Context: an optimization exercise on an open-source flow, tuned for small area. The choices shown serve that exercise and are no tape-out recipe. The RTL was checked by simulation tests, not by an equivalence proof against the original design. The clock cells of this run come from the design's own scripts or RTL, not from TritonCTS. The clock input has no modelled driver; a real chip could not lean on it and would need a root buffer or a full tree. Power and IR drop assume default switching activity.

**design/flow/design.v**
```verilog
module project(clk,rst,echo,trigger,seg1,seg,seg2,seg3);
input clk,rst,echo;
output trigger;
output [6:0]seg;
output [6:0]seg1;
output [6:0]seg2;
output [6:0]seg3;
reg [8:0] q;
wire cwrap = q[7] & q[6] & q[5] & q[3] & q[2] & q[1] & q[0];
wire qload = rst | cwrap;
always @(posedge clk)
  q <= qload ? 9'b111111011 : {q[7:0], ~(q[8] ^ q[3])};
reg [5:0] h;
reg p;
wire hlast = h[5] & h[4] & ~h[2] & ~h[1] & ~h[0];
always @(posedge clk) begin
  if (rst | (cwrap & hlast)) h <= 6'd0;
  else if (cwrap) h <= {h[4:0], ~(h[5] ^ h[0])};
  p <= ~rst & (p ^ cwrap);
end
assign trigger = hlast;
wire upd = cwrap & ~p;
reg [1:0] a;
reg [3:0] b;
reg [2:0] c;
reg e;
wire idle = a[1] & a[0];
wire az = ~a[1] & ~a[0];
wire bz = (b == 4'd13);
wire cz = (c == 3'd6);
always @(posedge clk) begin
  if (rst | ~echo) a <= 2'b11;
  else if (idle) a <= 2'b00;
  else a <= {az & ~bz, a[1] | (az & bz)};
  if (idle) begin
    b <= 4'd1; c <= 3'd1; e <= 1'b0;
  end else begin
    if (az) b <= bz ? {3'b000, ~cz} : {b[3] ^ (b[2] & b[1] & b[0]), b[2] ^ (b[1] & b[0]), b[1] ^ b[0], ~b[0]};
    if (az & bz) c <= cz ? {2'b00, e} : {c[2] ^ (c[1] & c[0]), c[1] ^ c[0], ~c[0]};
    if (az & bz & cz) e <= ~e;
  end
end
function [6:0] dec(input [3:0] v);
  begin
    dec[0] = ~((v[0] & ~v[1]) | (~v[2]));
    dec[1] = ((~v[0] & v[2]) | (~v[2] & ~v[3]));
    dec[2] = ~((v[0] & v[1]) | (~v[0] & ~v[1] & ~v[2]));
    dec[3] = ((~v[1] & v[2]));
    dec[4] = ((v[1] & ~v[3]));
    dec[5] = ((~v[0] & ~v[2]));
    dec[6] = ((v[2] & ~v[3]));
  end
endfunction
function [3:0] inc(input [3:0] v, input t);
  begin
    inc[0] = v[0] ^ (t & ((v[2])));
    inc[1] = v[1] ^ (t & ((v[1]) | (v[2]) | (v[0] & v[3])));
    inc[2] = v[2] ^ (t & ((~v[1])));
    inc[3] = v[3] ^ (t & ((v[0] & v[2])));
  end
endfunction
function [3:0] last(input [3:0] v, input t);
  begin
    last[0] = v[0] ^ (t & ((v[2])));
    last[1] = v[1] ^ (t & ((v[1]) | (v[2])));
    last[2] = v[2] ^ (t & ((~v[1])));
    last[3] = v[3] ^ (t & ((v[0] & v[2])));
  end
endfunction
function nine(input [3:0] v);
  nine = ((v[0] & ~v[1] & v[3]));
endfunction
reg [15:0] r;
wire clr = rst | (echo & idle);
wire t0 = az & echo;
wire t1 = t0 & nine(r[3:0]);
wire t2 = t1 & nine(r[7:4]);
wire t3 = t2 & nine(r[11:8]);
always @(posedge clk)
  r <= clr ? 16'hffff : {last(r[15:12], t3), inc(r[11:8], t2), inc(r[7:4], t1), inc(r[3:0], t0)};
reg [15:0] l, s;
always @(posedge clk) begin
  if (idle) l <= r;
  if (upd) s <= l;
end
assign seg  = dec(s[3:0]);
assign seg1 = dec(s[7:4]);
assign seg2 = dec(s[11:8]);
assign seg3 = dec(s[15:12]);
endmodule
```
**design/flow/flow/run.sh**
```bash
#!/bin/bash
# Standard ORFS flow with these changes to how the layout is made:
#  - synthesis maps logic with an area-oriented ABC script (flow/abc_area.script)
#  - port buffers use the smallest buffer cell
#  - clock buffering by flow/cts_manual.tcl: the clock port drives 4
#    buffers (buf_6), each driving one quadrant's registers (in place of TritonCTS)
set -euo pipefail
rm -rf scripts_mod
cp -r "$FLOW_HOME/scripts" scripts_mod
cp flow/abc_area.script scripts_mod/abc_area.script
cp flow/cts_manual.tcl scripts_mod/cts_manual.tcl
python3 - <<'PY'
p = 'scripts_mod/cts.tcl'
s = open(p).read()
old = 'log_cmd clock_tree_synthesis {*}$cts_args'
assert old in s
open(p, 'w').write(s.replace(old, 'source $::env(SCRIPTS_DIR)/cts_manual.tcl'))
PY
export MANUAL_CTS_CELL=${MANUAL_CTS_CELL:-sky130_fd_sc_hd__buf_6}
export MANUAL_CTS_COLS=${MANUAL_CTS_COLS:-2}
export MANUAL_CTS_ROWS=${MANUAL_CTS_ROWS:-2}
bash standard.sh SCRIPTS_DIR="$PWD/scripts_mod" BUFFER_PORTS_ARGS="-buffer_cell sky130_fd_sc_hd__buf_1" finish > standard.log 2>&1
```
**design/flow/flow/abc_area.script**
```
strash
&get -n
&deepsyn -T 30
&put
dc2
dch
amap
topo
```
**design/flow/flow/cts_manual.tcl**
```tcl
# Clock buffering in place of TritonCTS: the clock port drives a few clock
# buffers, each of which drives the clock pins of one group of nearby registers.
set block [ord::get_db_block]
set db [ord::get_db]
set master [$db findMaster $::env(MANUAL_CTS_CELL)]
set clknet [$block findNet clk]
set ffs {}
foreach it [$clknet getITerms] {
  lappend ffs [list [$it getInst] [lindex [[$it getInst] getLocation] 0] [lindex [[$it getInst] getLocation] 1]]
}
proc split_by {items idx parts} {
  set s [lsort -real -index $idx $items]
  set n [llength $s]
  set out {}
  for {set k 0} {$k < $parts} {incr k} {
    lappend out [lrange $s [expr {$k * $n / $parts}] [expr {($k + 1) * $n / $parts - 1}]]
  }
  return $out
}
set groups {}
foreach col [split_by $ffs 1 $::env(MANUAL_CTS_COLS)] {
  foreach g [split_by $col 2 $::env(MANUAL_CTS_ROWS)] { lappend groups $g }
}
set k 0
foreach g $groups {
  set sx 0; set sy 0
  foreach f $g { set sx [expr {$sx + [lindex $f 1]}]; set sy [expr {$sy + [lindex $f 2]}] }
  set n [llength $g]
  set buf [odb::dbInst_create $block $master "clkbuf_leaf_$k"]
  set net [odb::dbNet_create $block "clknet_leaf_$k"]
  $net setSigType CLOCK
  [$buf findITerm A] connect $clknet
  [$buf findITerm X] connect $net
  foreach f $g {
    set it [[lindex $f 0] findITerm CLK]
    $it disconnect
    $it connect $net
  }
  $buf setLocation [expr {int($sx / $n)}] [expr {int($sy / $n)}]
  $buf setPlacementStatus PLACED
  incr k
}
puts "manual clock buffering: [llength $groups] buffers of $::env(MANUAL_CTS_CELL) for [llength $ffs] registers"
set_propagated_clock [all_clocks]
```
**design/flow/standard.sh**
```bash
#!/bin/bash
# synth_recipe.tcl (not shown) runs the flow's synth.tcl, then flattens the netlist and writes it again
# the make line also repeats each setting of config.mk as NAME=value (left out here)
make -C /OpenROAD-flow-scripts/flow DESIGN_CONFIG=/design/flow/config.mk WORK_HOME=/design/flow/orfs CLKGATE_MAP_FILE= SYNTH_SCRIPT=/design/flow/synth_recipe.tcl "${@:-finish}"
```
**design/flow/config.mk**
```make
export PLATFORM = sky130hd
export DESIGN_NAME = project
export DESIGN_NICKNAME = project
export VERILOG_FILES = /design/flow/design.v
export SDC_FILE = /design/flow/constraint.sdc
export NUM_CORES = 4
export LEC_CHECK = 0
export ABC_AREA = 1
export CAP_MARGIN = 20
export CORE_MARGIN = 2
export CORE_UTILIZATION = 60
export SLEW_MARGIN = 20
```
**design/flow/constraint.sdc**
```tcl
create_clock -name core_clock -period 20.0 [get_ports {clk}]
set_input_delay 4.0000 -clock core_clock [delete_from_list [all_inputs] [get_ports {clk}]]
set_output_delay 4.0000 -clock core_clock [all_outputs]
set_load 0.01 [all_outputs]
```
==> notes.md <==
[cell type report]
class | count | area, um^2
well taps | 50 | 62.6
plain buffers | 4 | 45.0
multi-input cells | 140 | 684
flip-flops and latches | 74 | 1800
inverters | 33 | 124
repair buffers | 32 | 124
fillers | 317 | 1240
[cells by family after synthesis]
group                    Yosys count
AND/OR/NAND/NOR                   90
flip-flops                        74
AO/OA/AOI/OAI                     49
buffers and inverters             33
adder cells (fa/ha/maj)            1
[per-layer routing]
layer,GRT usage (%),vias to the layer above
li1,-,927
met1,21.5,763
met2,26.8,26
met3,0.866,5
met4,2.14,0
met5,0,-
[worst paths after layout]
kind                                          to
worst max-delay path            r[15]$_SDFF_PP1_
worst min-delay path             q[5]$_SDFF_PP1_
worst max register to register  r[15]$_SDFF_PP1_
worst min register to register   q[5]$_SDFF_PP1_
[stage by stage]
stage / worst slack (ns) / instances / utilization [%] / power [mW]
3_5_place_dp: 14.17 / 329 / 68.4 / 0.180
4_1_cts: 14.33 / 333 / 69.5 / 0.228
3_3_place_gp: 14.24 / 329 / 68.4 / 0.179
6_report: 14.31 / 333 / 69.5 / 0.226
2_1_floorplan: 14.56 / 247 / - / 0.176
5_1_grt: 14.05 / 333 / 69.5 / 0.236
[layout by cell type, fill, tap and decap left out]
master	instances
nor2_1	50
dfxtp_1	42
clkinv_1	33
edfxtp_1	32
buf_1	31
nand2_1	15
o21ai_0	15
a21oi_1	12
o22ai_1	12
nand3_1	9
or2_0	7
nor3_1	4
a211oi_1	4
buf_6	4
nor2b_1	3
o211ai_1	2
nand4_1	1
o32ai_1	1
o21a_1	1
or3_1	1
a22oi_1	1
a211o_1	1
ha_1	1
buf_4	1
[power by group through the flow]
stage               clock network (mW)  registers, mW  logic (mW)
floorplan                            0          0.166     0.00943
global placement                     0          0.167      0.0126
detailed placement                   0          0.167      0.0130
CTS                             0.0516          0.163      0.0130
global route                    0.0571          0.164      0.0148
finish                          0.0495          0.163      0.0128
[registers in the layout (all words and copies together), names as in the netlist]
| signal | cells |
|---|---|
| r | 16 |
| s | 16 |
| c | 3 |
| a | 2 |
| e | 1 |
| h | 6 |
| p | 1 |
| q | 9 |
| b | 4 |
| l | 16 |
==> out/results.tsv <==
metric	value	unit
status	complete, no violations	
yosysSeqAreaShare	69.0	%
rrSetupSlack	17.69	ns
core	4090	um^2
hold_path_startpoint	q[4]$_SDFF_PP1_	
track_usage	15.2	%
synth_top_area_share	36.8	%
dieArea	4890	um^2
postRouteAntennaNets	0	
post-synth-top-area-cell	edfxtp_1	
cp.required	20.03	ns
yosys_warnings	1	
floorplan.initialDensity	63.9	%
slowest_stage	nand3_1	
ctsResizeCount	0	
gr-total-overflow	0	
row_count	23	
synth-edff-count	32	
synth_compound_area_share	11.0	%
routed-wl-met2	1630	um
synthFlopType	dfxtp_1	
synth-simple-area-share	14.7	%
tightest_slew	0.706	ns
holdPathStages	1	
stdcell_area	2840	um^2
yosys-mux-area-fraction	0	%
cp_slowest_stage_delay	0.19	ns
vias	1721	
finClkSkew	0.00567	ns
grt_start_max_net_pins	20	
postSynthNetCount	251	
met3_length	123	um
grt_pass1_vias	1526	
placed_cell_area	2800	um^2
powerDensity	79.4	nW/um^2
n_antenna_cell	0	
hold-worst-slack	0.429	ns
clk_latency	0.14	ns
fp.dieW	70.0	um
ys_ff_latch	74	
pwr-share-clk	21.9	%
rsz0062_at_grt	no	
final_nets	289	
met1Wirelength	1730	um
critPathBufInv	1	
finalHoldViolations	0	
synth.most_common_cell	nor2_1	
hold_buffers	0	
p_int	0.181	mW
port_buffers	31	
ir_worst_vdd	0.0616	mV
grt_pass1_wl	6460	um
synthXorXnorAreaFrac	0	%
ys_top_cells_by_area	edfxtp_1 (37%), dfxtp_1 (32%), nor2_1 (7.2%), clkinv_1 (4.7%), o21ai_0 (2.9%)	
via_per_inst	5.17	
clock.fmax	176	MHz
synth_top_family_by_area	simple AND/OR/NAND/NOR gates	
antenna_found_initial	0	
hp-class	reg -> reg	
place_hpwl	2630	um
topRoutingLayerUsed	met4	
netlist_area	2610	um^2
area_delta_synth_final	8.87	%
wl	3550	um
critical_path_class	in -> reg	
drt-wirelength-per-cell	10.6	um
setup_violations	0	
setup_tns	0	ns
crit_start	echo	
drc	0	
ys_types	21	
path_clk_slew	0.11	ns
cp_data_arrival_time	5.72	ns
die_h	70.0	um
synth_common_cells	nor2_1 (50), dfxtp_1 (42), clkinv_1 (33)	
postSynth.asyncResetShare	0	%
power_frac_seq	72.4	%
critPathTopFamily	simple AND/OR/NAND/NOR gates	
synthCells	247	
min_period_over_period	28.4	%
worstRegToRegCells	12	
endpoint_kind	register	
start_kind	input port	
crit_chain	buf_1 > nand2_1 > nor2_1 > nand3_1 > nor2_1 > nand3_1 > nor2_1 > nand3_1 > nor2_1 > nand2_1 > a21oi_1 > o21ai_0	
gp_congestion	0.796	
path_depth	12	
io-pin-count	32	
path_max_fanout	5	
critPathMostFrequentCell	nor2_1	
cap_violations	0	
synth_fa_ha_area_share	0.479	%
max-slew-margin-rel	53.0	%
switching_share	19.6	%
cts_setup_buffers	0	
p_sw	0.0443	mW
slew_violations	0	
avgSynthCellArea	10.6	um^2
drive_gt1_share	1.77	%
final.min_clock_period	5.69	ns
comb_power_share	5.7	%
r2r-start	a[0]$_SDFF_PP1_	
dr.first_iter.drc_count	107	
drtPass1Iterations	4	
p_leak	0.904	nW

-- re-timing with driven ports --
No port has a modelled driver above. Below, the same layout with a new extraction and two added sets of constraints.
Step 1 sets driving cells, clkbuf_16 on the clock port and buf_2 on the other inputs (assumed; they add their load-dependent delay and slew).
Step 2, shift: input delay + t, output delay - t, t = (earliest + latest rising clock arrival at the registers) / 2. This alone moves slack from input paths to output paths.
Slacks: no drivers / after step 1 / after step 2; pairs: no drivers / after step 1.
shift t [ns]: 0.191
setup WS [ns]: 14.313 / 14.346 / 14.155
worst setup path at the end: input to register
After both steps setup and hold are still met in this run. The setup slack of this run moves by +0.033 ns with the drivers and by -0.158 ns with both steps.
